Source: an optimization exercise on an open RTL-to-GDS flow (aim: small area). Production flows keep margins and buffers that such runs may drop. At most, simulation tests tie the RTL to the original design; equivalence was not proved. Power and IR drop assume default switching activity.

## alpha
==> flow/design.v <==
module dataPath(
	input IRload,JMPmux, PCload, Meminst, MemWr, Aload, Reset, Clock, Sub,In,
	input [1:0] Asel,
	input [7:0] Input,
	output Aeq0, Apos,
	output [4:0] Address,
	output wire [2:0] IR,
	output [7:0] Output, RAM_Q);
	reg [7:0] ir, a, q;
	reg [4:0] pc;
	reg [7:0] mem [0:31];
	function [7:0] init_val(input integer w);
		case (w)
			0: init_val = 8'b10000000;  1: init_val = 8'b00111110;
			2: init_val = 8'b10000000;  3: init_val = 8'b00111111;
			4: init_val = 8'b00011110;  5: init_val = 8'b01111111;
			6: init_val = 8'b10110000;  7: init_val = 8'b11001100;
			8: init_val = 8'b00011111;  9: init_val = 8'b01111110;
			10: init_val = 8'b00111111; 11: init_val = 8'b11000100;
			12: init_val = 8'b00011110; 13: init_val = 8'b01111111;
			14: init_val = 8'b00111110; 15: init_val = 8'b11000100;
			16: init_val = 8'b00011110; 17: init_val = 8'b11111111;
			default: init_val = 8'b00000000;
		endcase
	endfunction
	wire [4:0] addr_n;
	genvar g, k;
	generate for (g = 0; g < 5; g = g + 1) begin : am
		mux2i u_m(.a0(pc[g]), .a1(ir[g]), .s(Meminst), .y(addr_n[g]));
		inv u_i(.a(addr_n[g]), .y(Address[g]));
	end endgenerate
	assign IR = ir[7:5];
	assign Output = a;
	assign Aeq0 = (a == 8'd0);
	assign Apos = ~a[7];
	assign RAM_Q = q;
	wire [31:0] rsel, wen;
	wire hold;
	dec u_dec(.a(Address), .an(addr_n), .In(In), .MemWr(MemWr), .rsel(rsel), .hold(hold), .wen(wen));
	wire [7:0] d0 = {8{In}} & a;
	wire [7:0] d1 = {8{~In}} | a;
	generate for (g = 0; g < 32; g = g + 1) begin : word
		for (k = 0; k < 8; k = k + 1) begin : b
			always @(posedge Clock)
				if (wen[g])
					mem[g][k] <= (g <= 17 || g >= 30) ? (init_val(g) >> k & 1 ? d1[k] : d0[k]) : a[k];
		end
	end endgenerate
	wire [7:0] q_next;
	generate for (g = 0; g < 8; g = g + 1) begin : rbit
		wire [32:0] d, s;
		for (k = 0; k < 32; k = k + 1) begin : t
			assign d[k] = mem[k][g];
		end
		assign d[32] = q[g];
		assign s = {hold, rsel};
		wire [10:0] nt;
		for (k = 0; k < 11; k = k + 1) begin : a
			aoi222 u(.a1(s[3*k]), .b1(d[3*k]), .a2(s[3*k+1]), .b2(d[3*k+1]), .a3(s[3*k+2]), .b3(d[3*k+2]), .y(nt[k]));
		end
		nand11 n(.x(nt), .y(q_next[g]));
	end endgenerate
	always @(posedge Clock) q <= q_next;
	always @(posedge Clock, posedge Reset)
		if (Reset) ir <= 8'd0;
		else if (IRload) ir <= q;
	always @(posedge Clock, posedge Reset)
		if (Reset) pc <= 5'd0;
		else if (PCload) pc <= JMPmux ? ir[4:0] : pc + 5'd1;
	wire [7:0] a_next;
	alu u_alu(.a(a), .q(q), .in(Input), .Asel(Asel), .Sub(Sub), .Aload(Aload), .y(a_next));
	always @(posedge Clock, posedge Reset)
		if (Reset) a <= 8'd0;
		else a <= a_next;
endmodule
module dec(input [4:0] a, an, input In, MemWr, output [31:0] rsel, output hold, output [31:0] wen);
	wire [7:0] nhi;
	wire [3:0] nlo_r, nlo_w;
	predec u_pre(.a(a), .an(an), .In(In), .MemWr(MemWr), .nhi(nhi), .nlo_r(nlo_r), .nlo_w(nlo_w), .hold(hold));
	genvar w;
	generate for (w = 0; w < 32; w = w + 1) begin : d
		nor2 u_r(.a(nlo_r[w % 4]), .b(nhi[w / 4]), .y(rsel[w]));
		if (w <= 17 || w >= 30) begin : init
			o21ai u_w(.a1(nlo_w[w % 4]), .a2(nhi[w / 4]), .b1(In), .y(wen[w]));
		end else begin : plain
			nor2 u_w(.a(nlo_w[w % 4]), .b(nhi[w / 4]), .y(wen[w]));
		end
	end endgenerate
endmodule
module predec(input [4:0] a, an, input In, MemWr, output [7:0] nhi, output [3:0] nlo_r, nlo_w, output hold);
	wire mwn;
	genvar j;
	inv u_mw(.a(MemWr), .y(mwn));
	nand2 u_hold(.a(In), .b(mwn), .y(hold));
	generate for (j = 0; j < 8; j = j + 1) begin : h
		nand3 u(.a(j & 1 ? a[2] : an[2]), .b(j & 2 ? a[3] : an[3]), .c(j & 4 ? a[4] : an[4]), .y(nhi[j]));
	end
	for (j = 0; j < 4; j = j + 1) begin : l
		nand4 u_r(.a(In), .b(mwn), .c(j & 1 ? a[0] : an[0]), .d(j & 2 ? a[1] : an[1]), .y(nlo_r[j]));
		nand4 u_w(.a(In), .b(MemWr), .c(j & 1 ? a[0] : an[0]), .d(j & 2 ? a[1] : an[1]), .y(nlo_w[j]));
	end endgenerate
endmodule
module mux2i(input a0, a1, s, output y);
	assign y = ~(s ? a1 : a0);
endmodule
module inv(input a, output y);
	assign y = ~a;
endmodule
module nand2(input a, b, output y);
	assign y = ~(a & b);
endmodule
module nand3(input a, b, c, output y);
	assign y = ~(a & b & c);
endmodule
module nand4(input a, b, c, d, output y);
	assign y = ~(a & b & c & d);
endmodule
module nor2(input a, b, output y);
	assign y = ~(a | b);
endmodule
module o21ai(input a1, a2, b1, output y);
	assign y = ~((a1 | a2) & b1);
endmodule
module alu(input [7:0] a, q, in, input [1:0] Asel, input Sub, Aload, output [7:0] y);
	wire [7:0] sum;
	wire [7:0] c;
	addbit0 u0(.a(a[0]), .q(q[0]), .sub(Sub), .s(sum[0]), .co(c[1]));
	genvar i;
	generate for (i = 1; i < 8; i = i + 1) begin : b
		wire qx;
		xor2 u_x(.a(q[i]), .b(Sub), .y(qx));
		if (i < 7) begin : f
			fadd u_f(.a(a[i]), .b(qx), .ci(c[i]), .s(sum[i]), .co(c[i+1]));
		end else begin : l
			fadd u_f(.a(a[i]), .b(qx), .ci(c[i]), .s(sum[i]), .co());
		end
	end endgenerate
	wire s1, s0;
	alusel u_sel(.Asel(Asel), .Aload(Aload), .s1(s1), .s0(s0));
	generate for (i = 0; i < 8; i = i + 1) begin : m
		mux4 u_m(.d0(a[i]), .d1(q[i]), .d2(in[i]), .d3(sum[i]), .s0(s0), .s1(s1), .y(y[i]));
	end endgenerate
endmodule
module alusel(input [1:0] Asel, input Aload, output s1, s0);
	assign s1 = Aload & ~Asel[1];
	assign s0 = Aload & (Asel[1] | ~Asel[0]);
endmodule
module addbit0(input a, q, sub, output s, co);
	assign s = a ^ q;
	assign co = sub ? (a | ~q) : (a & q);
endmodule
module xor2(input a, b, output y);
	assign y = a ^ b;
endmodule
module fadd(input a, b, ci, output s, co);
	assign {co, s} = a + b + ci;
endmodule
module mux4(input d0, d1, d2, d3, s0, s1, output y);
	assign y = s1 ? (s0 ? d3 : d2) : (s0 ? d1 : d0);
endmodule
module aoi222(input a1, b1, a2, b2, a3, b3, output y);
	assign y = ~((a1 & b1) | (a2 & b2) | (a3 & b3));
endmodule
module nand11(input [10:0] x, output y);
	assign y = ~&x;
endmodule
export LEC_CHECK = 0
export CAP_MARGIN = 0
export CORE_MARGIN = 2
export CORE_UTILIZATION = 70
export GPL_TIMING_DRIVEN = 0
export SETUP_SLACK_MARGIN = 0.1
export SLEW_MARGIN = 0
export SYNTH_HIERARCHICAL = 1
create_clock -name core_clock -period 4.0 [get_ports {Clock}]
standard.sh (not shown) runs the stock make flow with config.mk's settings and CLKGATE_MAP_FILE= SYNTH_SCRIPT=/design/flow/synth_recipe.tcl, a recipe that flattens the netlist after the stock synthesis.
==> flow/flow/run.sh <==
#!/bin/bash
# The standard layout, with these changes: the port buffers are buf_1 cells instead of the
# clkdlybuf4s50_1 that buffer_ports picks by default, the buffers that abc left in the netlist
# are removed before placement, and CTS builds the tree from small clock buffers and adds no
# dummy loads.
set -euo pipefail
export REMOVE_ABC_BUFFERS=1
export BUFFER_PORTS_ARGS="-buffer_cell sky130_fd_sc_hd__buf_1"
export CTS_ARGS="-sink_clustering_enable -repair_clock_nets -buf_list sky130_fd_sc_hd__clkbuf_4 -sink_clustering_size 10 -sink_clustering_max_diameter 40 -dont_use_dummy_load"
bash standard.sh > standard.log 2>&1
Edits applied to the flow inputs when going from alpha to beta:
# alpha
export LEC_CHECK = 0
export CAP_MARGIN = 0
export CORE_MARGIN = 2
export CORE_UTILIZATION = 70
export GPL_TIMING_DRIVEN = 0
export SETUP_SLACK_MARGIN = 0.1
export SLEW_MARGIN = 0
export SYNTH_HIERARCHICAL = 1
create_clock -name core_clock -period 4.0 [get_ports {Clock}]
# beta
export LEC_CHECK = 0
export CAP_MARGIN = 0
export CORE_MARGIN = 2
export CORE_UTILIZATION = 60
export GPL_TIMING_DRIVEN = 0
export SETUP_SLACK_MARGIN = 0.1
export SLEW_MARGIN = 0
export SYNTH_HIERARCHICAL = 1
create_clock -name core_clock -period 4.0 [get_ports {Clock}]
[summary]
- Delta (beta minus alpha): switching power share of the total saw little to no change; fraction of the cycle the final worst path needs saw an increase; minimum clock period saw an increase; worst-case register-to-register setup slack saw a decrease.
- For power, beta and alpha come out practically identical.
- Global-route usage was lower in the run labelled beta.
- Per the comparison of beta with alpha, worst setup slack went down 73 ps; leakage power of the design held.
Function was not checked in any run of this note: the RTL went through the layout flow alone.


Another version of the RTL of dataPath (not shown whole).
Size in the first run: about 580 cells after synthesis, roughly 290 flip-flops, ~46 I/O pins, roughly 0.011 mm2 of cells after synthesis.
// dataPath
module dataPath(
	input IRload,JMPmux, PCload, Meminst, MemWr, Aload, Reset, Clock, Sub,In,
	input [1:0] Asel,
	input [7:0] Input,
	output Aeq0, Apos,
	output [4:0] Address,
	output wire [2:0] IR,
	output [7:0] Output, RAM_Q);
export LEC_CHECK = 0
export CAP_MARGIN = 0
export CORE_MARGIN = 2
export CORE_UTILIZATION = 70
export GPL_TIMING_DRIVEN = 0
export SETUP_SLACK_MARGIN = 0.05
export SLEW_MARGIN = 0
export SYNTH_HIERARCHICAL = 1
create_clock -name core_clock -period 4.0 [get_ports {Clock}]
==> flow/flow/run.sh <==
#!/bin/bash
# The standard layout, with these changes: the port buffers are buf_1 cells instead of the
# clkdlybuf4s50_1 that buffer_ports picks by default, the buffers that abc left in the netlist
# are removed before placement, and CTS builds the tree from small clock buffers and adds no
# dummy loads.
set -euo pipefail
export REMOVE_ABC_BUFFERS=1
export BUFFER_PORTS_ARGS="-buffer_cell sky130_fd_sc_hd__buf_1"
export CTS_ARGS="-sink_clustering_enable -repair_clock_nets -buf_list sky130_fd_sc_hd__clkbuf_4 -sink_clustering_size 11 -sink_clustering_max_diameter 50 -dont_use_dummy_load"
bash standard.sh > standard.log 2>&1
Change:
--- a/flow/flow/run.sh
+++ b/flow/flow/run.sh
@@ -9 +9 @@
-export CTS_ARGS="-sink_clustering_enable -repair_clock_nets -buf_list sky130_fd_sc_hd__clkbuf_4 -sink_clustering_size 11 -sink_clustering_max_diameter 50 -dont_use_dummy_load"
+export CTS_ARGS="-sink_clustering_enable -repair_clock_nets -buf_list sky130_fd_sc_hd__clkbuf_4 -sink_clustering_size 11 -sink_clustering_max_diameter 40 -dont_use_dummy_load"
Effect: The new run passed the timing, design-rule and antenna checks. Design area rose by 0.55%. Worst setup slack degrades by 18 ps. Sequential power hardly moves.
Change:
--- a/flow/flow/run.sh
+++ b/flow/flow/run.sh
@@ -9 +9 @@
-export CTS_ARGS="-sink_clustering_enable -repair_clock_nets -buf_list sky130_fd_sc_hd__clkbuf_4 -sink_clustering_size 11 -sink_clustering_max_diameter 40 -dont_use_dummy_load"
+export CTS_ARGS="-sink_clustering_enable -repair_clock_nets -buf_list sky130_fd_sc_hd__clkbuf_4 -sink_clustering_size 11 -sink_clustering_max_diameter 60 -dont_use_dummy_load"
Outcome: Combinational power hardly moves; setup slack is better by 23 ps; sequential power stays flat; synthesized area does not change; fmax rose slightly.
Change:
--- a/flow/flow/run.sh
+++ b/flow/flow/run.sh
@@ -9 +9 @@
-export CTS_ARGS="-sink_clustering_enable -repair_clock_nets -buf_list sky130_fd_sc_hd__clkbuf_4 -sink_clustering_size 11 -sink_clustering_max_diameter 60 -dont_use_dummy_load"
+export CTS_ARGS="-sink_clustering_enable -repair_clock_nets -buf_list sky130_fd_sc_hd__clkbuf_8 -sink_clustering_size 22 -sink_clustering_max_diameter 50 -dont_use_dummy_load"
Outcome: Power is higher by 2.3%. Register-to-register slack is better by 40 ps. Sequential power hardly moves. Non-clock buffer count is higher by 1.
Change:
--- a/flow/flow/run.sh
+++ b/flow/flow/run.sh
@@ -9 +9 @@
-export CTS_ARGS="-sink_clustering_enable -repair_clock_nets -buf_list sky130_fd_sc_hd__clkbuf_8 -sink_clustering_size 22 -sink_clustering_max_diameter 50 -dont_use_dummy_load"
+export CTS_ARGS="-sink_clustering_enable -repair_clock_nets -buf_list sky130_fd_sc_hd__clkbuf_4 -sink_clustering_size 10 -sink_clustering_max_diameter 60 -dont_use_dummy_load"
Maximum frequency came out lower by 0.47%.
Via count barely changes.
Setup slack degrades by 18 ps.
Sequential power hardly moves.
Synthesized area stays the same.

[re-timing with driven ports]
The results above use ideal ports. As a check the final layouts listed here were re-extracted and re-timed, cells and wires unchanged.
Step 1 sets driving cells, clkbuf_16 on the clock port and buf_2 on the other inputs (assumed; they add their load-dependent delay and slew).
Step 2 also shifts input and output timing later by t, the mid clock arrival at the registers, as if the neighbouring blocks saw the same clock.
Slacks: ideal / step 1 / step 2; pairs: ideal / step 1.
run	shift t [ns]	setup slack, ns	slew at the worst register clock pin (ns)	worst slew at a driven data input, ns
alpha	0.654	0.128 / 0.128 / -0.428	0.12 / 0.12	0.04
beta	0.657	0.055 / 0.055 / -0.510	0.10 / 0.10	0.04
the first run of note 2	0.714	0.209 / 0.220 / -0.494	0.12 / 0.12	0.04
the second run of note 2	0.649	0.191 / 0.202 / -0.447	0.11 / 0.11	0.04
the third run of note 2	0.706	0.214 / 0.224 / -0.481	0.12 / 0.12	0.04
the fourth run of note 2	0.561	0.194 / 0.203 / -0.358	0.12 / 0.12	0.04
the fifth run of note 2	0.649	0.176 / 0.187 / -0.463	0.11 / 0.11	0.04
With both steps, setup timing fails in every run listed, where it was met with ideal ports. For the first run of note 2, which loses most, drivers alone change the setup slack by +0.011 ns; drivers and shift together by -0.703 ns.
